What follows belongs to an exercise in optimizing a design on an open flow for small area and a short achievable clock period; a production flow would make more cautious choices.
The RTL was checked by simulation tests, not by an equivalence proof against the original design.

<file path="flow/run.sh">
#!/bin/bash
# synth_recipe.tcl (not shown) runs the flow's synth.tcl, then flattens the netlist and writes it again
# the make line also repeats each setting of config.mk as NAME=value (left out here)
make -C /OpenROAD-flow-scripts/flow DESIGN_CONFIG=/design/flow/config.mk WORK_HOME=/design/flow/orfs CLKGATE_MAP_FILE= SYNTH_SCRIPT=/design/flow/synth_recipe.tcl finish
</file>
<file path="flow/config.mk">
export PLATFORM = sky130hd
export DESIGN_NAME = mul_pipe
export DESIGN_NICKNAME = mul_pipe
export VERILOG_FILES = /design/flow/design.v
export SDC_FILE = /design/flow/constraint.sdc
export NUM_CORES = 4
export LEC_CHECK = 0
export CAP_MARGIN = 20
export CORE_MARGIN = 2
export CORE_UTILIZATION = 40
export PLACE_DENSITY = 0.6
export SETUP_SLACK_MARGIN = 4.5
export SLEW_MARGIN = 20
</file>
<file path="flow/design.v">
module mul_pipe(clk, reset, X1, X2, X3, X4, Y1, Y2, Y3, Y4, ans);
	input clk, reset;
	input [31:0] X1, Y1, X2, Y2, X3, Y3, X4, Y4;
	output [31:0] ans;
	wire f32 = |X1[31:16];
	wire        s0_1, s0_2, s0_3, s0_4;
	wire [7:0]  e0_1, e0_2, e0_3, e0_4;
	wire [23:0] a0_1, a0_2, a0_3, a0_4, b0_1, b0_2, b0_3, b0_4;
	unpack u1(f32, X1, Y1, s0_1, e0_1, a0_1, b0_1);
	unpack u2(f32, X2, Y2, s0_2, e0_2, a0_2, b0_2);
	unpack u3(f32, X3, Y3, s0_3, e0_3, a0_3, b0_3);
	unpack u4(f32, X4, Y4, s0_4, e0_4, a0_4, b0_4);
	reg        s1_1, s1_2, s1_3, s1_4;
	reg [7:0]  e1_1, e1_2, e1_3, e1_4;
	reg [23:0] a1_1, a1_2, a1_3, a1_4, b1_1, b1_2, b1_3, b1_4;
	always @(posedge clk) begin
		s1_1 <= s0_1; s1_2 <= s0_2; s1_3 <= s0_3; s1_4 <= s0_4;
		e1_1 <= e0_1; e1_2 <= e0_2; e1_3 <= e0_3; e1_4 <= e0_4;
		a1_1 <= a0_1; a1_2 <= a0_2; a1_3 <= a0_3; a1_4 <= a0_4;
		b1_1 <= b0_1; b1_2 <= b0_2; b1_3 <= b0_3; b1_4 <= b0_4;
	end
	wire [47:0] p1 = a1_1 * b1_1;
	wire [47:0] p2 = a1_2 * b1_2;
	wire [47:0] p3 = a1_3 * b1_3;
	wire [47:0] p4 = a1_4 * b1_4;
	wire       gt12, gt34, gtp;
	wire [5:0] sh12, sh34, shp;
	wire [7:0] m12, m34, mp;
	expcmp c12(e1_1, e1_2, gt12, sh12, m12);
	expcmp c34(e1_3, e1_4, gt34, sh34, m34);
	expcmp cp(m12, m34, gtp, shp, mp);
	reg [47:0] p2_1, p2_2, p2_3, p2_4;
	reg        s2_1, s2_2, s2_3, s2_4;
	reg        gt2_12, gt2_34, gt2_p;
	reg [5:0]  sh2_12, sh2_34, sh2_p;
	reg [7:0]  e2;
	always @(posedge clk) begin
		p2_1 <= p1; p2_2 <= p2; p2_3 <= p3; p2_4 <= p4;
		s2_1 <= s1_1; s2_2 <= s1_2; s2_3 <= s1_3; s2_4 <= s1_4;
		gt2_12 <= gt12; gt2_34 <= gt34; gt2_p <= gtp;
		sh2_12 <= sh12; sh2_34 <= sh34; sh2_p <= shp;
		e2 <= mp;
	end
	wire [49:0] q12, q34;
	pairsum ps12(gt2_12, sh2_12, s2_1, s2_2, p2_1, p2_2, q12);
	pairsum ps34(gt2_34, sh2_34, s2_3, s2_4, p2_3, p2_4, q34);
	reg [49:0] q3_12, q3_34;
	reg        gt3;
	reg [5:0]  sh3;
	reg [7:0]  e3;
	always @(posedge clk) begin
		q3_12 <= q12; q3_34 <= q34;
		gt3 <= gt2_p; sh3 <= sh2_p; e3 <= e2;
	end
	wire signed [49:0] big   = gt3 ? q3_12 : q3_34;
	wire signed [49:0] sml = gt3 ? q3_34 : q3_12;
	wire signed [49:0] sml_sh = sml >>> sh3;
	wire [50:0] tot = {big[49], big} + {sml_sh[49], sml_sh};
	wire        sgn = tot[50];
	wire [49:0] mag = sgn ? -tot[49:0] : tot[49:0];
	reg        sgn4;
	reg [7:0]  e4;
	reg [49:0] mag4;
	always @(posedge clk or posedge reset) begin
		if (reset) begin
			sgn4 <= 1'b0; e4 <= 8'd0; mag4 <= 50'd0;
		end else begin
			sgn4 <= sgn; e4 <= e3; mag4 <= mag;
		end
	end
	normpack np(sgn4, e4, mag4, ans);
endmodule
module unpack(f32, X, Y, s, e, a, b);
	input f32;
	input [31:0] X, Y;
	output s;
	output [7:0] e;
	output [23:0] a, b;
	assign s = f32 ? X[31] ^ Y[31] : X[15] ^ Y[15];
	assign e = f32 ? X[30:23] + Y[30:23] - 8'd127 : {3'b0, X[14:10]} + {3'b0, Y[14:10]} - 8'd15;
	assign a = f32 ? {1'b1, X[22:0]} : {13'b0, 1'b1, X[9:0]};
	assign b = f32 ? {1'b1, Y[22:0]} : {13'b0, 1'b1, Y[9:0]};
endmodule
module expcmp(x, y, gt, sh, m);
	input [7:0] x, y;
	output gt;
	output [5:0] sh;
	output [7:0] m;
	wire [8:0] dxy = {1'b0, x} - {1'b0, y};
	wire [7:0] dyx = y - x;
	assign gt = ~dxy[8] & (|dxy[7:0]);
	wire [7:0] d = gt ? dxy[7:0] : dyx;
	assign sh = (|d[7:6]) ? 6'd63 : d[5:0];
	assign m = gt ? x : y;
endmodule
module pairsum(gt, sh, sa, sb, pa, pb, q);
	input gt;
	input [5:0] sh;
	input sa, sb;
	input [47:0] pa, pb;
	output [49:0] q;
	wire [47:0] big   = gt ? pa : pb;
	wire [47:0] sml = gt ? pb : pa;
	wire sbig   = gt ? sa : sb;
	wire ssmall = gt ? sb : sa;
	wire [47:0] sml_sh = sml >> sh;
	wire [49:0] x = {2'b0, big} ^ {50{sbig}};
	wire [49:0] y = {2'b0, sml_sh} ^ {50{ssmall}};
	assign q = x + y + {48'd0, sbig & ssmall, sbig ^ ssmall};
endmodule
module normpack(sgn, e, mag, ans);
	input sgn;
	input [7:0] e;
	input [49:0] mag;
	output [31:0] ans;
	reg [5:0] lzc;
	integer i;
	always @(*) begin
		lzc = 6'd50;
		for (i = 0; i < 50; i = i + 1)
			if (mag[i]) lzc = 6'd49 - i;
	end
	wire [49:0] norm = mag << lzc;
	wire [48:0] bl = norm[48:0];	 
	wire zero = ~|mag;
	wire flag = |mag[49:24];
	wire [7:0] eo = zero ? e + 8'd30 : flag ? e + 8'd3 - {2'b0, lzc} : e + 8'd29 - {2'b0, lzc};
	wire f2 = flag & (|bl[48:26]);
	wire [22:0] m23 = bl[48:26] + (bl[25] & (bl[24] | (|bl[23:2]) | bl[26]));
	wire [20:0] w = flag ? bl[22:2] : bl[48:28];
	wire [9:0] m10 = w[20:11] + (w[10] & (w[9] | (|w[8:0]) | w[11]));
	assign ans = f2 ? {sgn, eo, m23} : {16'b0, sgn, eo[4:0], m10};
endmodule
</file>
<file path="flow/constraint.sdc">
create_clock -name core_clock -period 11.0 [get_ports {clk}]
set_input_delay 2.2000 -clock core_clock [delete_from_list [all_inputs] [get_ports {clk}]]
set_output_delay 2.2000 -clock core_clock [all_outputs]
set_load 0.01 [all_outputs]
</file>
==> Implementation_results.wiki, run 1 <==
{| class="wikitable"
! Metric !! Value
|-
| TritonCTS buffer count || 78
|-
| Depth of the most critical reg-to-reg path || 30
|-
| Most frequent standard cell in the layout excluding fill and tap cells || inv_1
|-
| Final worst path period share || 0.688
|-
| Maxcap violations || 0
|-
| Antenna Violating Nets Remaining || 0
|-
| Avg Cell Area, Syn || 8.92 µm²
|-
| Core outline area || 297000 µm²
|-
| Worst-case clock buffer depth || 3
|-
| Post-synth top flop || dfxtp_1
|-
| Maximum clock rate || 132 MHz
|-
| Worst path top cell family by delay || adder cells
|-
| Cell count after placement || 17090
|-
| Warnings, synthesis || 2
|-
| Clock Root Buffer || clkbuf_16
|-
| Crit-path max cell delay || 0.54 ns
|-
| Number of detailed-routing iterations run before antenna repair || 6
|-
| Met1 GRT Util || 0.351
|-
| Post-detail-place hpwl || 273 mm
|-
| Worst skew pair latency || 0.77 ns
|-
| Max-slew violation total from the final report || 0
|-
| Via Count || 97626
|-
| Post-synthesis sequential element count || 620
|-
| Setup violators final || 0
|-
| Number of placement rows || 200
|-
| Startpoint kind of the worst setup timing path || register
|-
| Endpoint of the worst-slack reg-to-reg timing path || p2_3[46]
|-
| Filler cell count || 27607
|-
| Die boundary height || 551 µm
|-
| WP data required || 11.62 ns
|-
| Mapped cell area || 120000 µm²
|-
| Global-route wire length before repair || 599 mm
|-
| Critical path peak fanout || 8
|-
| Horizontal extent of the die || 551 µm
|-
| Post-Layout Cell Count || 18147
|-
| Cell area after layout || 146000 µm²
|-
| CTS tree || done
|-
| Routed length per instance || 21.9 µm
|-
| Adder and majority gate portion of the synthesized area || 0.440
|-
| Run status || timing/DRC/antenna clean
|-
| Worst Clk Skew || 0.0769 ns
|-
| Hold path start || s1_2
|-
| Commonest non-fill, non-tap cells in the layout || 2086 x inv_1, 1887 x fa_1, 1829 x nand2_1
|-
| Routability congestion estimate from global placement || 0.945
|-
| Vias in the first global route || 99311
|-
| Starting utilization of the core area || 0.402
|-
| Via-per-instance ratio || 5.38
|-
| Drt initial violations || 7692
|-
| Post-CTS clock slew at the launch and capture registers of the worst setup and hold paths || 0.08 ns
|-
| Setup CP Type || register to register
|-
| Cell depth of the worst hold path || 0
|-
| Share of final-layout standard cells stronger than drive strength 1 || 0.192
|-
| Maximum number of pins on one net before global-route repair || 161
|-
| Unrepaired setup endpoints after global routing || true
|-
| Number of levels the H-tree was split into || 3
|-
| Fraction of the yosys area taken by sequential cells || 0.106
|-
| Synth cell types || 96
|-
| Synthesized net count || 16691
|-
| Timing startpoint of the critical path || a1_3[17]
|-
| Total overflow reported by the global router || 0
|-
| Hold endpoint || s2_2
|-
| I/O pin count || 290
|-
| Fin util || 0.491
|-
| Remaining design rule violation count || 0
|-
| Cell with the largest stage delay on the worst path || fa_1
|-
| Setup slack, reg-to-reg || 3.43 ns
|-
| Slew at the pin closest to its max-slew limit || 1.05 ns
|-
| Worst R2R Start || a1_3[17]
|-
| Post-synthesis share of cell area spent on and, or, nand and nor gates || 0.156
|-
| Net total in the final layout || 17432
|-
| Area growth from synthesis to final layout || 21.9%
|-
| Area occupied by multi-input gates || 102000 µm²
|-
| Buffer and inverter count on the worst path || 7
|-
| Total placed instance area || 127000 µm²
|-
| Count of clock tree sinks || 620
|-
| GR peak layer || met2
|-
| Arrival @ worst endpoint || 8.19 ns
|-
| Number of standard cells after synthesis || 13399
|-
| Async set-reset flop share out of synthesis || 0.0952
|-
| DIE AREA || 303000 µm²
|-
| Total detailed-routing wirelength || 397 mm
|-
| Overall global routing resource usage || 0.256
|-
| Share of the synthesized area in compound gates (AO/OA/AOI/OAI) || 0.0836
|-
| Kind of capture point of the worst setup path || register
|-
| CP dominant cell by count || fa_1
|-
| GRT met2 Usage || 0.409
|-
| XOR/XNOR Fraction of Synth Area || 0.0485
|-
| Fin. Hold Viols || 0
|-
| Sequential cell area || 13200 µm²
|-
| Number of enable flip-flop cells after synthesis || 0
|-
| Cell depth of the worst setup path || 30
|-
| Class of the most critical hold timing path || register to register
|-
| Dominant combinational cell family by area after synthesis || adder cells
|-
| Min cycle time layout || 7.57 ns
|-
| Met3 usage || 0.0422
|-
| Share of cell area taken by muxes after synthesis || 0.0768
|-
| Setup TNS || 0 ns
|-
| Number of antenna violations at the first check in global routing || 24
|-
| Slew Limit Headroom || 0.296
|-
| Quantity of I/O buffers inserted on ports || 289
|}
[timing repair]
action	in CTS	in global routing
setup buffers	551	292
hold buffers	0	0
gates cloned	50	16
setup endpoints to repair	254	207
pin swaps	311	448
resized for setup	1223	688
[layout make-up]
| class | instances | area share |
|---|---|---|
| clock inverters | 51 | 0.00422 |
| clock buffers | 92 | 0.0145 |
| flip-flops and latches | 620 | 0.0909 |
| repair inverters | 8 | 0.000472 |
| repair buffers | 1339 | 0.0992 |
| well taps | 3939 | 0.0338 |
| multi-input cells | 9948 | 0.701 |
| diodes | 5 | 0.0000859 |
| inverters | 2145 | 0.0557 |
[worst max-delay path by stage]
stage	to	slack (ns)
global placement	ans[15]	2.47
finish	p2_3[46]	3.43
global route	p2_3[46]	3.19
CTS	ans[3]	3.48
floorplan	p2_3[47]	4.04
detailed placement	ans[14]	2.49
[synth_stat cells, types with 78 or more instances]
library cell	number	area [µm²]
inv_1	2134	8010
and2_1	920	5760
xor2_1	238	2080
o21ai_0	397	1990
xnor2_1	424	3710
mux2_2	172	1940
nand2b_1	102	638
a21o_1	143	1070
nand3_1	105	526
nand2_1	1886	7080
a21oi_1	442	2210
ha_1	1083	13600
clkbuf_1	626	2350
dfxtp_1	561	11200
mux2i_1	368	3680
fa_1	1951	39100
nor3_1	95	475
mux4_2	158	3560
nor2_1	570	2140
o21a_1	82	616
nor2b_1	78	488
[cell families (layout without fill, tap and decap cells)]
group                    Yosys count  after routing
XOR/XNOR                         662            662
other                              0              5
AND/OR/NAND/NOR                 3971           3971
AO/OA/AOI/OAI                   1581           1583
buffers and inverters           2833           3635
multiplexers                     698            698
flip-flops                       620            620
adder cells (fa/ha/maj)         3034           3034
[per-stage QoR]
stage | setup WS (ns) | hold WS (ns)
2_1_floorplan | 4.04 | 0.310
3_3_place_gp | 2.47 | 0.312
3_5_place_dp | 2.49 | 0.314
4_1_cts | 3.48 | 0.267
5_1_grt | 3.19 | 0.282
6_report | 3.43 | 0.266
[worst reg2reg max path, delay by kind of cell (launching register included)]
family	cells	cell delay, ns
adders and majority gates	8	3.74
and+or+nand+nor	2	0.26
DFF	1	0.35
buffers and inverters	7	0.63
AOI/OAI and AO/OA	12	2.40
xor gates and xnor gates	1	0.13
[sequential cells by signal (all words and copies together) (netlist names), 8 cells and up]
register and flops:
a1_3 23, e1_1 8, p2_4 48, q3_12 50, a1_1 23, e2 8, p2_3 48, b1_3 23
e4 8, p2_2 48, mag4 50, e1_2 8, p2_1 48, b1_2 24, e1_3 8, e3 8
b1_1 23, a1_4 23, q3_34 50, a1_2 23, e1_4 8, b1_4 23
[per-layer routing]
layer  share of wire  vias up
li1                -    43931
met4           0.045        6
met2            0.45     3930
met5         0.00010        -
met3           0.084      770
met1            0.42    48989
==> run 2: changes to the inputs <==
--- a/flow/config.mk
+++ b/flow/config.mk
@@ -9,5 +9,4 @@
 export CORE_MARGIN = 2
 export CORE_UTILIZATION = 40
 export PLACE_DENSITY = 0.6
-export SETUP_SLACK_MARGIN = 4.5
 export SLEW_MARGIN = 20
==> run 2 against run 1 <==
Net effect:
- core utilization down 5.6 points
- sequential share of layout area is 0.77 points higher
- critical path type is now register to primary output
- critical endpoint is now ans[0]
==> Implementation_results.wiki, run 2 <==
{| class="wikitable"
! Metric !! Value
|-
| Run status || timing/DRC/antenna clean
|-
| Sequence of cells on the critical path || inv_1 > a221oi_1 > o41ai_1 > o211ai_1 > a21oi_1 > o21ai_4 > buf_4 > mux2i_1 > o22ai_1 > a222oi_1 > o2111ai_1 > nor3_1 > nand4b_1 > o31ai_4 > buf_4 > mux2_2 > clkdlybuf4s50_1
|-
| Clock Root Buffer || clkbuf_16
|-
| Number of levels the H-tree was split into || 3
|-
| Worst skew pair latency || 0.73 ns
|-
| Biggest regs || mag4: 50 flops, q3_12: 50 flops, q3_34: 50 flops
|-
| Die boundary height || 551 µm
|-
| Post-detail-place hpwl || 279 mm
|-
| Synth cell types || 96
|-
| Via Count || 91725
|-
| Number of detailed-routing iterations run before antenna repair || 5
|-
| WP data required || 8.80 ns
|-
| CP dominant cell by count || buf_4
|-
| Dominant cells by area after synthesis || fa_1 33%, ha_1 11%, dfxtp_1 9.4%, inv_1 6.7%, nand2_1 5.9%
|-
| Async set-reset flop share out of synthesis || 0.0952
|-
| Avg Cell Area, Syn || 8.92 µm²
|-
| Number of resized instances in the post-cts repair step || 0
|-
| Met1 GRT Util || 0.326
|-
| GR peak layer || met2
|-
| Cell with the largest stage delay on the worst path || a21oi_1
|-
| Fraction of the yosys area taken by sequential cells || 0.106
|-
| Quantity of I/O buffers inserted on ports || 289
|-
| Commonest cells post-synth || 2134 x inv_1, 1951 x fa_1, 1886 x nand2_1
|-
| Maximum clock rate || 106 MHz
|-
| CTS Hold Bufs || 0
|-
| Maxcap violations || 0
|-
| Depth of the most critical reg-to-reg path || 25
|-
| Capturing instance or port of the critical path || ans[0]
|-
| Worst-case clock buffer depth || 3
|-
| Slew Limit Headroom || 0.163
|-
| Drt initial violations || 6903
|-
| Post-Layout Cell Count || 17292
|-
| Startpoint kind of the worst setup timing path || register
|-
| Unrepaired setup endpoints after global routing || false
|-
| Number of standard cells after synthesis || 13399
|-
| Final worst path period share || 0.860
|-
| Post-CTS clock slew at the launch and capture registers of the worst setup and hold paths || 0.07 ns
|-
| Critical path peak fanout || 35
|-
| TritonCTS buffer count || 77
|-
| Share of the synthesized area in the top cell type || 0.327
|-
| Setup violators final || 0
|-
| Worst R2R Start || a1_1[8]
|-
| Synthesized net count || 16691
|-
| Fin. Hold Viols || 0
|-
| Number of enable flip-flop cells after synthesis || 0
|-
| Routed length per instance || 20.3 µm
|-
| Warnings, synthesis || 2
|-
| Most frequent standard cell in the layout excluding fill and tap cells || inv_1
|-
| DIE AREA || 303000 µm²
|-
| Kind of capture point of the worst setup path || primary output
|-
| Antenna Violating Nets Remaining || 0
|-
| Net total in the final layout || 16575
|-
| Global-route wire length before repair || 552 mm
|-
| Setup slack, reg-to-reg || 2.01 ns
|-
| Via-per-instance ratio || 5.30
|-
| Total overflow reported by the global router || 0
|-
| Horizontal extent of the die || 551 µm
|-
| GRT met2 Usage || 0.368
|-
| Overall global routing resource usage || 0.234
|-
| Met3 usage || 0.0402
|-
| Area growth from synthesis to final layout || 8.07%
|-
| Post-synth top flop || dfxtp_1
|-
| Starting utilization of the core area || 0.402
|-
| Total detailed-routing wirelength || 350 mm
|-
| Vias in the first global route || 93922
|-
| Worst Clk Skew || 0.0430 ns
|-
| Setup TNS || 0 ns
|-
| Cell count after placement || 17142
|-
| Timing startpoint of the critical path || mag4[4]
|-
| Maximum number of pins on one net before global-route repair || 106
|-
| Crit-path max cell delay || 0.86 ns
|-
| Slew at the pin closest to its max-slew limit || 1.25 ns
|-
| Endpoint of the worst-slack reg-to-reg timing path || p2_1[47]
|-
| Min cycle time layout || 9.46 ns
|-
| Class of the most critical hold timing path || register to register
|-
| I/O pin count || 290
|-
| Arrival @ worst endpoint || 7.26 ns
|-
| Post-synthesis sequential element count || 620
|-
| Remaining design rule violation count || 0
|-
| Most numerous cell in the Yosys netlist || inv_1
|-
| Number of placement rows || 200
|-
| Share of final-layout standard cells stronger than drive strength 1 || 0.0568
|-
| Routability congestion estimate from global placement || 0.964
|-
| Cell type contributing the most total cell area after synthesis || fa_1
|-
| Max-slew violation total from the final report || 0
|-
| Commonest non-fill, non-tap cells in the layout || 2133 x inv_1, 1951 x fa_1, 1886 x nand2_1
|-
| Number of antenna violations at the first check in global routing || 17
|-
| Setup CP Type || register to primary output
|-
| Mapped cell area || 120000 µm²
|-
| Core outline area || 297000 µm²
|-
| Count of clock tree sinks || 620
|-
| CTS tree || done
|-
| Post-CTS setup buffer count || 0
|}
-- run 2: cell type report --
cell class	count	area, µm²
Sequential cell	620	12700
Fill cell	29104	168000
Timing Repair Buffer	493	4470
Inverter	2145	8050
Tap cell	3939	4930
Clock buffer	89	2060
Antenna cell	7	17.5
Clock inverter	53	651
Multi-Input combinational cell	9946	96300
-- run 2: worst min path at each step --
stage	startpoint	to	slack, ns	depth (start not counted)
after floorplan	e2[0]	e3[0]	0.31	0
after global placement	sh2_p[2]	sh3[2]	0.31	0
after detailed placement	e2[2]	e3[2]	0.31	0
after CTS	s1_4	s2_4	0.32	0
after global routing	e2[2]	e3[2]	0.33	0
final	s1_4	s2_4	0.32	0
-- run 2: cells by family (layout without fill, tap and decap cells) --
logic type | after synthesis | count (layout) | share of synthesized area
adders and majority gates | 3034 | 3034 | 0.440
muxes | 698 | 698 | 0.0768
AOI/OAI and AO/OA | 1581 | 1581 | 0.0836
other | 0 | 7 | 0
buffers and inverters | 2833 | 2780 | 0.0893
DFF | 620 | 620 | 0.106
and+or+nand+nor | 3971 | 3971 | 0.156
xor gates and xnor gates | 662 | 662 | 0.0485
-- run 2: worst max-delay path, delay by kind of cell, from the launching register on --
| kind | cells | cell delay [ns] |
|---|---|---|
| compound gates | 9 | 3.30 |
| buf+inv | 4 | 1.33 |
| flops | 1 | 0.47 |
| mux | 2 | 0.97 |
| simple gates | 2 | 0.45 |
-- run 2: metal layers --
| metal | part of all wire | up-vias |
|---|---|---|
| met5 | 0.000077 | - |
| met4 | 0.036 | 4 |
| met3 | 0.072 | 468 |
| met2 | 0.45 | 3036 |
| met1 | 0.44 | 46087 |
| li1 | - | 42130 |
-- run 2: metrics by stage --
stage | hold WS, ns | instance area [µm²] | utilization | worst slack [ns]
final | 0.318 | 129000 | 0.435 | 1.54
after global routing | 0.327 | 129000 | 0.435 | 1.02
after CTS | 0.318 | 129000 | 0.435 | 1.58
after detailed placement | 0.312 | 126000 | 0.426 | 2.00
after global placement | 0.312 | 126000 | 0.426 | 2.00
after floorplan | 0.310 | 120000 | - | 3.45
==> run 3: changes to the inputs <==
--- a/flow/config.mk
+++ b/flow/config.mk
@@ -9,4 +9,5 @@
 export CORE_MARGIN = 2
 export CORE_UTILIZATION = 40
 export PLACE_DENSITY = 0.6
+export SETUP_SLACK_MARGIN = 3
 export SLEW_MARGIN = 20
==> run 3 against run 2 <==
Net effect:
- hold slack about the same
- synthesized area unchanged
- clock skew decreased by 0.0013 ns
- core utilization increased by 1.2 points
- cell count increased by 0.80%
- count of clock-buffer cells in the layout unchanged
- critical endpoint is now ans[30]
- sequential cell count unchanged
- routed wire length increased by 2.6%
- synthesized cell count unchanged
- critical path depth increased by 2
==> Implementation_results.wiki, run 3 <==
{| class="wikitable"
! Metric !! Value
|-
| Total overflow reported by the global router || 0
|-
| Drt initial violations || 7015
|-
| Fraction of the yosys area taken by sequential cells || 0.106
|-
| I/O pin count || 290
|-
| Mapped cell area || 120000 µm²
|-
| Slew Limit Headroom || 0.183
|-
| Maxcap violations || 0
|-
| Slew at the pin closest to its max-slew limit || 1.22 ns
|-
| Overall global routing resource usage || 0.236
|-
| WP data required || 8.80 ns
|-
| Vias in the first global route || 94877
|-
| Antenna Violating Nets Remaining || 0
|-
| Maximum number of pins on one net before global-route repair || 106
|-
| Hold path start || s1_4
|-
| Worst R2R Start || a1_3[15]
|-
| Synth cell types || 96
|-
| Unrepaired setup endpoints after global routing || true
|-
| Startpoint kind of the worst setup timing path || register
|-
| Worst skew pair latency || 0.73 ns
|-
| Arrival @ worst endpoint || 5.73 ns
|-
| Avg Cell Area, Syn || 8.92 µm²
|-
| Horizontal extent of the die || 551 µm
|-
| Post-CTS clock slew at the launch and capture registers of the worst setup and hold paths || 0.06 ns
|-
| Kind of capture point of the worst setup path || primary output
|-
| Number of placement rows || 200
|-
| CTS tree || done
|-
| Depth of the most critical reg-to-reg path || 28
|-
| Setup violators final || 0
|-
| Biggest regs || mag4: 50 flops, q3_12: 50 flops, q3_34: 50 flops
|-
| DIE AREA || 303000 µm²
|-
| Post-detail-place hpwl || 279 mm
|-
| Warnings, synthesis || 2
|-
| Total detailed-routing wirelength || 359 mm
|-
| Class of the most critical hold timing path || register to register
|-
| Net total in the final layout || 16712
|-
| Via Count || 92832
|-
| Routed length per instance || 20.6 µm
|-
| Commonest non-fill, non-tap cells in the layout || 2132 x inv_1, 1951 x fa_1, 1885 x nand2_1
|-
| Final worst path period share || 0.721
|-
| Setup TNS || 0 ns
|-
| Quantity of I/O buffers inserted on ports || 289
|-
| Maximum clock rate || 126 MHz
|-
| Async set-reset flop share out of synthesis || 0.0952
|-
| Fin. Hold Viols || 0
|-
| Number of enable flip-flop cells after synthesis || 0
|-
| Clock Root Buffer || clkbuf_16
|-
| Number of levels the H-tree was split into || 3
|-
| Most frequent standard cell in the layout excluding fill and tap cells || inv_1
|-
| Min cycle time layout || 7.93 ns
|-
| Critical path peak fanout || 28
|-
| Remaining design rule violation count || 0
|-
| Max-slew violation total from the final report || 0
|-
| Share of final-layout standard cells stronger than drive strength 1 || 0.0852
|-
| Global-route wire length before repair || 558 mm
|-
| Worst-case clock buffer depth || 3
|-
| Cell type contributing the most total cell area after synthesis || fa_1
|-
| Setup CP Type || register to primary output
|-
| Share of the synthesized area in the top cell type || 0.327
|-
| Post-synth top flop || dfxtp_1
|-
| Most numerous cell in the Yosys netlist || inv_1
|-
| Number of antenna violations at the first check in global routing || 16
|-
| TritonCTS buffer count || 77
|-
| Routability congestion estimate from global placement || 0.964
|-
| Dominant cells by area after synthesis || fa_1 33%, ha_1 11%, dfxtp_1 9.4%, inv_1 6.7%, nand2_1 5.9%
|-
| Die boundary height || 551 µm
|-
| Count of clock tree sinks || 620
|-
| Core outline area || 297000 µm²
|-
| Starting utilization of the core area || 0.402
|-
| Via-per-instance ratio || 5.33
|-
| Synthesized net count || 16691
|-
| Number of detailed-routing iterations run before antenna repair || 6
|-
| Commonest cells post-synth || 2134 x inv_1, 1951 x fa_1, 1886 x nand2_1
|-
| Number of standard cells after synthesis || 13399
|-
| Endpoint of the worst-slack reg-to-reg timing path || p2_3[47]
|-
| Run status || timing/DRC/antenna clean
|-
| Hold endpoint || s2_4
|-
| Cell depth of the worst hold path || 0
|-
| Setup slack, reg-to-reg || 3.32 ns
|-
| Worst Clk Skew || 0.0416 ns
|-
| Area growth from synthesis to final layout || 11.1%
|-
| Post-synthesis sequential element count || 620
|}
-- run 3: final cells by class --
type	count	area (µm²)
diodes	9	22.5
clock buffers	89	2060
clock inverters	53	651
fillers	28769	164000
inverters	2145	8080
multi-input cells	9946	97500
flip-flops and latches	620	12900
well taps	3939	4930
repair buffers	626	6500
repair inverters	4	31.3
-- run 3: through the flow --
stage,utilization,setup slack [ns],cells,cell area [µm²],hold slack [ns]
after floorplan,-,3.45,13399,120000,0.310
after CTS,0.441,3.00,17356,131000,0.318
after global placement,0.426,2.00,17142,126000,0.312
final,0.447,3.07,17431,133000,0.318
after global routing,0.447,2.84,17424,133000,0.327
after detailed placement,0.426,2.00,17142,126000,0.312
-- run 3: per-layer routing --
metal / track usage / up-vias / wire, µm
met5: 0 / - / 34
met3: 0.0410 / 537 / 27800
met2: 0.373 / 3210 / 162000
li1: - / 42421 / -
met1: 0.328 / 46658 / 157000
met4: 0.0761 / 6 / 13100
-- run 3: how the worst max path moves through the flow --
stage	start	endpoint	slack, ns	depth (start not counted)
after global routing	mag4[22]	ans[20]	2.84	21
after detailed placement	a1_1[8]	p2_1[47]	2.00	25
after global placement	a1_1[8]	p2_1[47]	2.00	25
after CTS	mag4[35]	ans[0]	3.00	17
final	mag4[19]	ans[30]	3.07	19
after floorplan	gt3	mag4[49]	3.45	28
-- run 3: worst max-delay path, stage by stage (launching register included) --
cell and delay, ns:
dfrtp_2 0.46, or4_4 0.58, o211a_1 0.25, a21oi_1 0.19, a211o_4 0.19, bufbuf_16 0.37, mux2i_1 0.27, o211ai_1 0.18
nand3_1 0.17, o21ai_2 0.16, a32oi_2 0.26, o21ai_2 0.12, nor4_2 0.32, nand3_2 0.18, o31ai_4 0.27, buf_6 0.16
buf_4 0.10, bufbuf_16 0.26, nor2_1 0.05, clkdlybuf4s50_1 0.48
-- run 3: repair_timing --
item                                    CTS  global route
pin swaps                                20            30
gates resized for setup                 272           281
cloned                                   12             5
endpoints found under the setup margin  117           127
setup buffers                            60            61
hold buffers                              0             0
-- run 3: cells by family after synthesis --
logic type,count (synthesis),share of synthesized area
AND/OR/NAND/NOR,3971,0.156
flip-flops,620,0.106
buffers and inverters,2833,0.0893
AO/OA/AOI/OAI,1581,0.0836
adder cells (fa/ha/maj),3034,0.440
XOR/XNOR,662,0.0485
multiplexers,698,0.0768
==> run 4: changes to the inputs <==
==> flow/flow/run.sh (new file) <==
#!/bin/bash
# Standard ORFS layout with one extra step between synthesis and floorplan:
# flow/polopt.py removes the inverters that Yosys' full-adder extraction leaves
# between adder cells (full adders are self-dual), without changing the logic
# function or any register. Everything else is the standard flow.
set -euo pipefail
R=orfs/results/${FLOW_PLATFORM}/mul_pipe/base
bash standard.sh synth > synth.log 2>&1
cp $R/1_2_yosys.v yosys_netlist.v
python3 flow/polopt.py yosys_netlist.v polopt_netlist.v > polopt.log 2>&1
cp polopt_netlist.v $R/1_2_yosys.v
touch $R/1_2_yosys.v
rm -f $R/1_synth.odb
bash standard.sh > layout.log 2>&1
==> flow/flow/polopt.py (new file) <==
#!/usr/bin/env python3
"""Inverter clean-up for a Yosys gate netlist (sky130hd).

Full adders are self-dual: FA(~a,~b,~c) = (~sum, ~cout). Yosys' full-adder
extraction leaves many inverters between adder cells. This pass chooses, for
every fa cell, whether it computes in true or complemented polarity, so that
as few inverted nets as possible are needed, then rewires every pin that was
fed from an inverter chain and rebuilds one inverter per net whose
complement is still needed. The logic function of the netlist is unchanged.

usage: polopt.py IN.v OUT.v
"""
import re
import sys
from collections import defaultdict

INV_RE = re.compile(r'^sky130_fd_sc_hd__(inv|clkinv)_\d+$')
SWAP = {'and2_1': ('nand2_1', 'X', 'Y'), 'nand2_1': ('and2_1', 'Y', 'X'),
        'and3_1': ('nand3_1', 'X', 'Y'), 'nand3_1': ('and3_1', 'Y', 'X'),
        'or2_1': ('nor2_1', 'X', 'Y'), 'nor2_1': ('or2_1', 'Y', 'X'),
        'xor2_1': ('xnor2_1', 'X', 'Y'), 'xnor2_1': ('xor2_1', 'Y', 'X')}
OUT_PINS = {'X', 'Y', 'Q', 'Q_N', 'SUM', 'COUT', 'HI', 'LO'}
CELL_RE = re.compile(r'^  (sky130_fd_sc_hd__\w+) (\\\S+ |\S+) \($')
PIN_RE = re.compile(r'^    \.(\w+)\((.*)\),?$')


def parse(path):
    lines = open(path).read().split('\n')
    head, cells, tail = [], [], []
    i = 0
    while i < len(lines) and not CELL_RE.match(lines[i]):
        head.append(lines[i])
        i += 1
    while i < len(lines):
        m = CELL_RE.match(lines[i])
        if not m:
            break
        typ, name = m.group(1), m.group(2)
        pins = []
        i += 1
        while lines[i] != '  );':
            pm = PIN_RE.match(lines[i])
            assert pm, lines[i]
            pins.append([pm.group(1), pm.group(2)])
            i += 1
        i += 1
        cells.append({'type': typ, 'name': name, 'pins': pins})
    tail = lines[i:]
    # anything else (assign statements) must not appear between cells
    assert all(not l.strip().startswith('sky130') for l in tail)
    return head, cells, tail


def main(inp, outp):
    head, cells, tail = parse(inp)
    for l in tail:
        assert 'assign' not in l, l
    driver = {}          # net -> (cell index, pin)
    for ci, c in enumerate(cells):
        for p, n in c['pins']:
            if p in OUT_PINS:
                driver[n] = (ci, p)
    is_inv = [bool(INV_RE.match(c['type'])) for c in cells]
    is_fa = [c['type'].startswith('sky130_fd_sc_hd__fa_') for c in cells]

    def base_of(net):
        par = 0
        seen = 0
        while net in driver and is_inv[driver[net][0]]:
            c = cells[driver[net][0]]
            net = dict(c['pins'])['A']
            par ^= 1
            seen += 1
            assert seen < 100
        return net, par

    # consumers: every input pin of every non-inverter cell, plus output ports
    # (ports are handled by keeping nets: a port net driven by an inverter keeps it)
    port_nets = set()
    for l in head:
        m = re.match(r'^  output (?:\[(\d+):(\d+)\] )?(\S+);$', l)
        if m:
            if m.group(1):
                for k in range(int(m.group(2)), int(m.group(1)) + 1):
                    port_nets.add(f"{m.group(3)}[{k}]")
            else:
                port_nets.add(m.group(3))

    cons = []            # (cell index, pin index, base net, parity)
    for ci, c in enumerate(cells):
        if is_inv[ci]:
            continue
        for pi, (p, n) in enumerate(c['pins']):
            if p in OUT_PINS or p == 'CLK':
                continue
            b, par = base_of(n)
            cons.append((ci, pi, b, par))

    # inverters that drive ports must stay as they are (port name is the net)
    keep_inv = set()
    for n in port_nets:
        if n in driver and is_inv[driver[n][0]]:
            # keep whole chain
            net = n
            while net in driver and is_inv[driver[net][0]]:
                keep_inv.add(driver[net][0])
                net = dict(cells[driver[net][0]]['pins'])['A']

    keep_bases = set()
    for ci in keep_inv:
        keep_bases.add(dict(cells[ci]['pins'])['A'])
    flip = [0] * len(cells)
    # per base net: list of (consumer cell, parity)
    by_base = defaultdict(list)
    for (ci, pi, b, par) in cons:
        by_base[b].append((ci, par))

    def drv_flip(b):
        d = driver.get(b)
        return flip[d[0]] if d and is_fa[d[0]] else 0

    def swappable(b):
        d = driver.get(b)
        return d is not None and cells[d[0]]['type'][17:] in SWAP and b not in port_nets \
            and b not in keep_bases

    def wants(b):
        f = drv_flip(b)
        return set(par ^ (flip[ci] if is_fa[ci] else 0) ^ f for (ci, par) in by_base[b])

    def need_inv(b):
        w = wants(b)
        if swappable(b):
            return 1 if len(w) == 2 else 0
        return 1 if 1 in w else 0

    def need_true(b):
        f = drv_flip(b)
        for (ci, par) in by_base[b]:
            want = par ^ (flip[ci] if is_fa[ci] else 0) ^ f
            if not want:
                return 1
        return 0

    # nets touching each fa
    fa_nets = {}
    for ci, c in enumerate(cells):
        if is_fa[ci]:
            s = set()
            for p, n in c['pins']:
                if p in OUT_PINS:
                    s.add(n)
                else:
                    s.add(base_of(n)[0])
            fa_nets[ci] = s

    def local_cost(ci):
        return sum(need_inv(b) for b in fa_nets[ci])

    before = sum(need_inv(b) for b in by_base)
    # exact parity propagation over fa->fa edges (BFS), then greedy clean-up
    adj = defaultdict(list)
    for (ci, pi, b, par) in cons:
        if is_fa[ci]:
            d = driver.get(b)
            if d and is_fa[d[0]]:
                adj[ci].append((d[0], par))
                adj[d[0]].append((ci, par))
    seen = set()
    for root in fa_nets:
        if root in seen:
            continue
        comp = [root]
        seen.add(root)
        flip[root] = 0
        q = [root]
        while q:
            u = q.pop()
            for v, e in adj[u]:
                if v not in seen:
                    seen.add(v)
                    flip[v] = flip[u] ^ e
                    comp.append(v)
                    q.append(v)
        # choose the better global polarity of the component
        nets = set()
        for u in comp:
            nets |= fa_nets[u]
        c0 = sum(need_inv(b) for b in nets)
        for u in comp:
            flip[u] ^= 1
        c1 = sum(need_inv(b) for b in nets)
        if c0 <= c1:
            for u in comp:
                flip[u] ^= 1
    improved = True
    rounds = 0
    while improved and rounds < 50:
        improved = False
        rounds += 1
        for ci in fa_nets:
            c0 = local_cost(ci)
            flip[ci] ^= 1
            c1 = local_cost(ci)
            if c1 < c0:
                improved = True
            else:
                flip[ci] ^= 1
    after = sum(need_inv(b) for b in by_base)
    nflip = sum(flip)

    # rewire
    inv_net = {}
    new_cells = []
    k = 0

    def inv_of(b):
        nonlocal k
        if b not in inv_net:
            k += 1
            nn = f"\\polinv_{k} "
            inv_net[b] = nn
            new_cells.append({'type': 'sky130_fd_sc_hd__inv_1', 'name': f"\\polinv_c{k} ",
                              'pins': [['A', b], ['Y', nn]]})
        return inv_net[b]

    swapped = set()
    for b in list(by_base):
        if swappable(b) and wants(b) == {1}:
            ci = driver[b][0]
            t = cells[ci]['type'][17:]
            nt, op, np_ = SWAP[t]
            cells[ci]['type'] = 'sky130_fd_sc_hd__' + nt
            for pp in cells[ci]['pins']:
                if pp[0] == op:
                    pp[0] = np_
            swapped.add(b)
    for (ci, pi, b, par) in cons:
        want = par ^ (flip[ci] if is_fa[ci] else 0) ^ drv_flip(b)
        if b in swapped:
            want ^= 1
        cells[ci]['pins'][pi][1] = inv_of(b) if want else b
    # a flipped fa computes complemented outputs: nets keep their names and now
    # carry the complement, which the rewiring above already accounts for.
    # Port nets driven by flipped fa outputs need the true value back.
    for ci in fa_nets:
        if flip[ci]:
            for p, n in cells[ci]['pins']:
                if p in OUT_PINS and n in port_nets:
                    raise SystemExit(f"flipped fa drives port {n}")
    # drop inverters no longer used (all except kept chains)
    out_cells = [c for ci, c in enumerate(cells) if not is_inv[ci] or ci in keep_inv]
    # inverters kept for ports read their chain input: if that base is a flipped fa
    # output, make it read the true value
    for ci in keep_inv:
        c = cells[ci]
        a = dict(c['pins'])['A']
        if not (a in driver and is_inv[driver[a][0]]):
            if drv_flip(a):
                raise SystemExit("port inverter fed by flipped fa")
    out_cells += new_cells
    declared = set()
    decl = []
    for nn in inv_net.values():
        decl.append(f"  wire {nn};")
    # strip the old endmodule region: head holds declarations, tail holds endmodule
    with open(outp, 'w') as f:
        f.write('\n'.join(head) + '\n')
        f.write('\n'.join(decl) + '\n')
        for c in out_cells:
            f.write(f"  {c['type']} {c['name']} (\n")
            f.write(',\n'.join(f"    .{p}({n})" for p, n in c['pins']) + '\n')
            f.write("  );\n")
        f.write('\n'.join(tail) + '\n')
    ninv_before = sum(is_inv)
    ninv_after = len(new_cells) + len(keep_inv)
    sys.stderr.write(f"polopt: fa {len(fa_nets)}, flipped {nflip}, inverted nets {before} -> {after}, "
                     f"inverter cells {ninv_before} -> {ninv_after}, swapped gates {len(swapped)}\n")


if __name__ == '__main__':
    main(sys.argv[1], sys.argv[2])
==> flow/standard.sh (new file) <==
#!/bin/bash
# synth_recipe.tcl (not shown) runs the flow's synth.tcl, then flattens the netlist and writes it again
# the make line also repeats each setting of config.mk as NAME=value (left out here)
make -C /OpenROAD-flow-scripts/flow DESIGN_CONFIG=/design/flow/config.mk WORK_HOME=/design/flow/orfs CLKGATE_MAP_FILE= SYNTH_SCRIPT=/design/flow/synth_recipe.tcl "${@:-finish}"
removed: flow/run.sh
==> run 4 against run 3 <==
Net effect:
- register-to-register slack worse by 0.07 ns
==> Implementation_results.wiki, run 4 <==
{| class="wikitable"
! Metric !! Value
|-
| Run status || timing/DRC/antenna clean
|-
| Setup TNS || 0 ns
|-
| Fin. Hold Viols || 0
|-
| Count of clock tree sinks || 620
|-
| Maxcap violations || 0
|-
| Worst Clk Skew || 0.0439 ns
|-
| Die boundary height || 543 µm
|-
| Timing startpoint of the critical path || mag4[19]
|-
| Overall global routing resource usage || 0.253
|-
| Kind of capture point of the worst setup path || primary output
|-
| Post-detail-place hpwl || 293 mm
|-
| Via-per-instance ratio || 5.66
|-
| Unrepaired setup endpoints after global routing || true
|-
| WP data required || 8.80 ns
|-
| Clock Root Buffer || clkbuf_16
|-
| Global-route wire length before repair || 574 mm
|-
| Number of placement rows || 197
|-
| Critical path peak fanout || 14
|-
| CTS tree || done
|-
| Slew Limit Headroom || 0.197
|-
| Cell area after layout || 129000 µm²
|-
| Cell with the largest stage delay on the worst path || or4_1
|-
| Avg Cell Area, Syn || 10.1 µm²
|-
| Routed length per instance || 24.2 µm
|-
| I/O pin count || 290
|-
| Setup violators final || 0
|-
| Max-slew violation total from the final report || 0
|-
| Most frequent standard cell in the layout excluding fill and tap cells || and2_1
|-
| Number of detailed-routing iterations run before antenna repair || 5
|-
| Endpoint of the worst-slack reg-to-reg timing path || p2_2[47]
|-
| Total placed instance area || 122000 µm²
|-
| Final worst path period share || 0.718
|-
| Maximum clock rate || 127 MHz
|-
| Arrival @ worst endpoint || 5.70 ns
|-
| Synthesized net count || 14755
|-
| Antenna Violating Nets Remaining || 0
|-
| Number of antenna violations at the first check in global routing || 28
|-
| Cell depth of the worst hold path || 0
|-
| Total detailed-routing wirelength || 371 mm
|-
| Sequence of cells on the critical path || or4_1 > o211a_1 > a21oi_2 > a211o_4 > bufbuf_16 > mux2i_4 > mux2i_1 > mux2_2 > a2bb2oi_4 > o221a_2 > nor4_2 > nand3_1 > o31ai_4 > buf_12 > buf_12 > buf_16 > mux2i_1 > clkdlybuf4s15_2
|-
| Capturing instance or port of the critical path || ans[7]
|-
| Number of levels the H-tree was split into || 3
|-
| Starting utilization of the core area || 0.402
|-
| Quantity of I/O buffers inserted on ports || 289
|-
| Setup CP Type || register to primary output
|-
| Crit-path max cell delay || 0.63 ns
|-
| Core outline area || 288000 µm²
|-
| Post-CTS clock slew at the launch and capture registers of the worst setup and hold paths || 0.06 ns
|-
| Slew at the pin closest to its max-slew limit || 1.20 ns
|-
| Routability congestion estimate from global placement || 0.951
|-
| Number of standard cells after synthesis || 11463
|-
| TritonCTS buffer count || 86
|-
| Biggest regs || mag4: 50 flops, q3_12: 50 flops, q3_34: 50 flops
|-
| Commonest non-fill, non-tap cells in the layout || 2418 x and2_1, 1950 x fa_1, 1079 x ha_1
|-
| Class of the most critical hold timing path || register to register
|-
| Min cycle time layout || 7.90 ns
|-
| Horizontal extent of the die || 543 µm
|-
| Mapped cell area || 116000 µm²
|-
| CTS Hold Bufs || 0
|-
| Vias in the first global route || 94374
|-
| DIE AREA || 294000 µm²
|-
| Maximum number of pins on one net before global-route repair || 72
|-
| Worst skew pair latency || 0.74 ns
|-
| Warnings, synthesis || 2
|-
| Startpoint kind of the worst setup timing path || register
|-
| Area growth from synthesis to final layout || 10.9%
|-
| Share of final-layout standard cells stronger than drive strength 1 || 0.104
|-
| Net total in the final layout || 14724
|-
| Via Count || 86719
|-
| Setup slack, reg-to-reg || 3.25 ns
|-
| Worst-case clock buffer depth || 3
|-
| Drt initial violations || 6290
|-
| Worst R2R Start || a1_2[7]
|-
| Total overflow reported by the global router || 0
|-
| Depth of the most critical reg-to-reg path || 25
|-
| Remaining design rule violation count || 0
|}
==> run 4: changes by cell type in the layout (fill, tap and decap cells not counted), sizes merged, moves of 2 or more <==
cell,previous run,this run
bufinv,8,5
clkbuf,93,117
dlymetal6s2s,26,1
diode,9,25
clkinv,21,19
inv,2161,224
nand2,1886,386
and2,920,2420
bufbuf,7,4
clkdlybuf4s15,0,2
clkdlybuf4s50,259,257
buf,326,273
dlygate4sd2,4,23
==> run 4: stage by stage <==
stage,util,cells,hold WS (ns),setup slack (ns)
floorplan,-,11463,0.310,3.45
global placement,0.424,14982,0.312,1.98
detailed placement,0.424,14982,0.312,1.95
CTS,0.441,15222,0.325,2.91
global route,0.446,15299,0.330,2.91
finish,0.446,15309,0.325,3.10
==> run 4: per-layer routing <==
metal	up-vias	wire [µm]	global-route usage
met5	-	30	0
met4	4	14900	0.0902
met3	589	22600	0.0379
met2	2737	176000	0.422
met1	44873	157000	0.332
li1	38516	-	-
==> run 4: worst max-delay path, delay by kind of cell (launching register included) <==
kind / cells / cell delay [ns]
compound gates: 6 / 1.47
buf+inv: 5 / 0.97
flops: 1 / 0.45
mux: 4 / 0.95
simple gates: 3 / 1.11
==> run 4: repair_timing <==
action                     4_1_cts  5_1_grt
gates cloned                    10        1
gates resized for setup        367      246
setup endpoints to repair      121      128
pin swaps                       31       51
setup buffers                   71       61
==> run 4: how the worst min path moves through the flow <==
stage	from	to	slack, ns
final	sh2_p[0]	sh3[0]	0.32
after global routing	gt2_p	gt3	0.33
after CTS	sh2_p[0]	sh3[0]	0.33
after detailed placement	e2[7]	e3[7]	0.31
after global placement	sh2_p[2]	sh3[2]	0.31
after floorplan	e2[0]	e3[0]	0.31
==> run 4: cell type report <==
| type | count | area [µm²] |
|---|---|---|
| timing repair inverter | 2 | 12.5 |
| clock buffer | 110 | 2390 |
| tap | 3781 | 4730 |
| timing repair buffer | 567 | 5590 |
| clock inverter | 49 | 554 |
| antenna | 25 | 62.6 |
| fill | 27176 | 160000 |
| multi-input combinational | 9946 | 101000 |
| inverter | 209 | 807 |
| sequential | 620 | 13100 |

[afterwards: timing with drivers on the ports]
In the flow no input, the clock included, has a driving cell. The finished layouts below were timed again as built, in two steps.
Step 1: set_driving_cell puts a clkbuf_16 on clk and a buf_2 on each other input, an assumption about the parent block.
Step 2 times the ports against the registers' clock, not the clock port: input delays grow and output delays shrink by t, the midpoint of the rising clock arrivals with the driver on.
Three values: no drivers, after step 1, after step 2; two values: the first two.
| run | t, ns | setup WS [ns] | hold slack, ns | worst setup path at the end | worst data-port slew with drivers (ns) |
|---|---|---|---|---|---|
| run 1 | 0.816 | 3.433 / 3.397 / 3.433 | 0.266 / 0.266 / 0.266 | register to register | 0.06 |
| run 2 | 0.827 | 1.541 / 1.423 / 2.010 | 0.318 / 0.318 / 0.318 | register to register | 0.11 |
| run 3 | 0.828 | 3.071 / 2.951 / 3.319 | 0.318 / 0.318 / 0.318 | register to register | 0.11 |
| run 4 | 0.820 | 3.104 / 3.007 / 3.249 | 0.325 / 0.325 / 0.325 | register to register | 0.16 |
After both steps setup and hold are still met in every run listed.
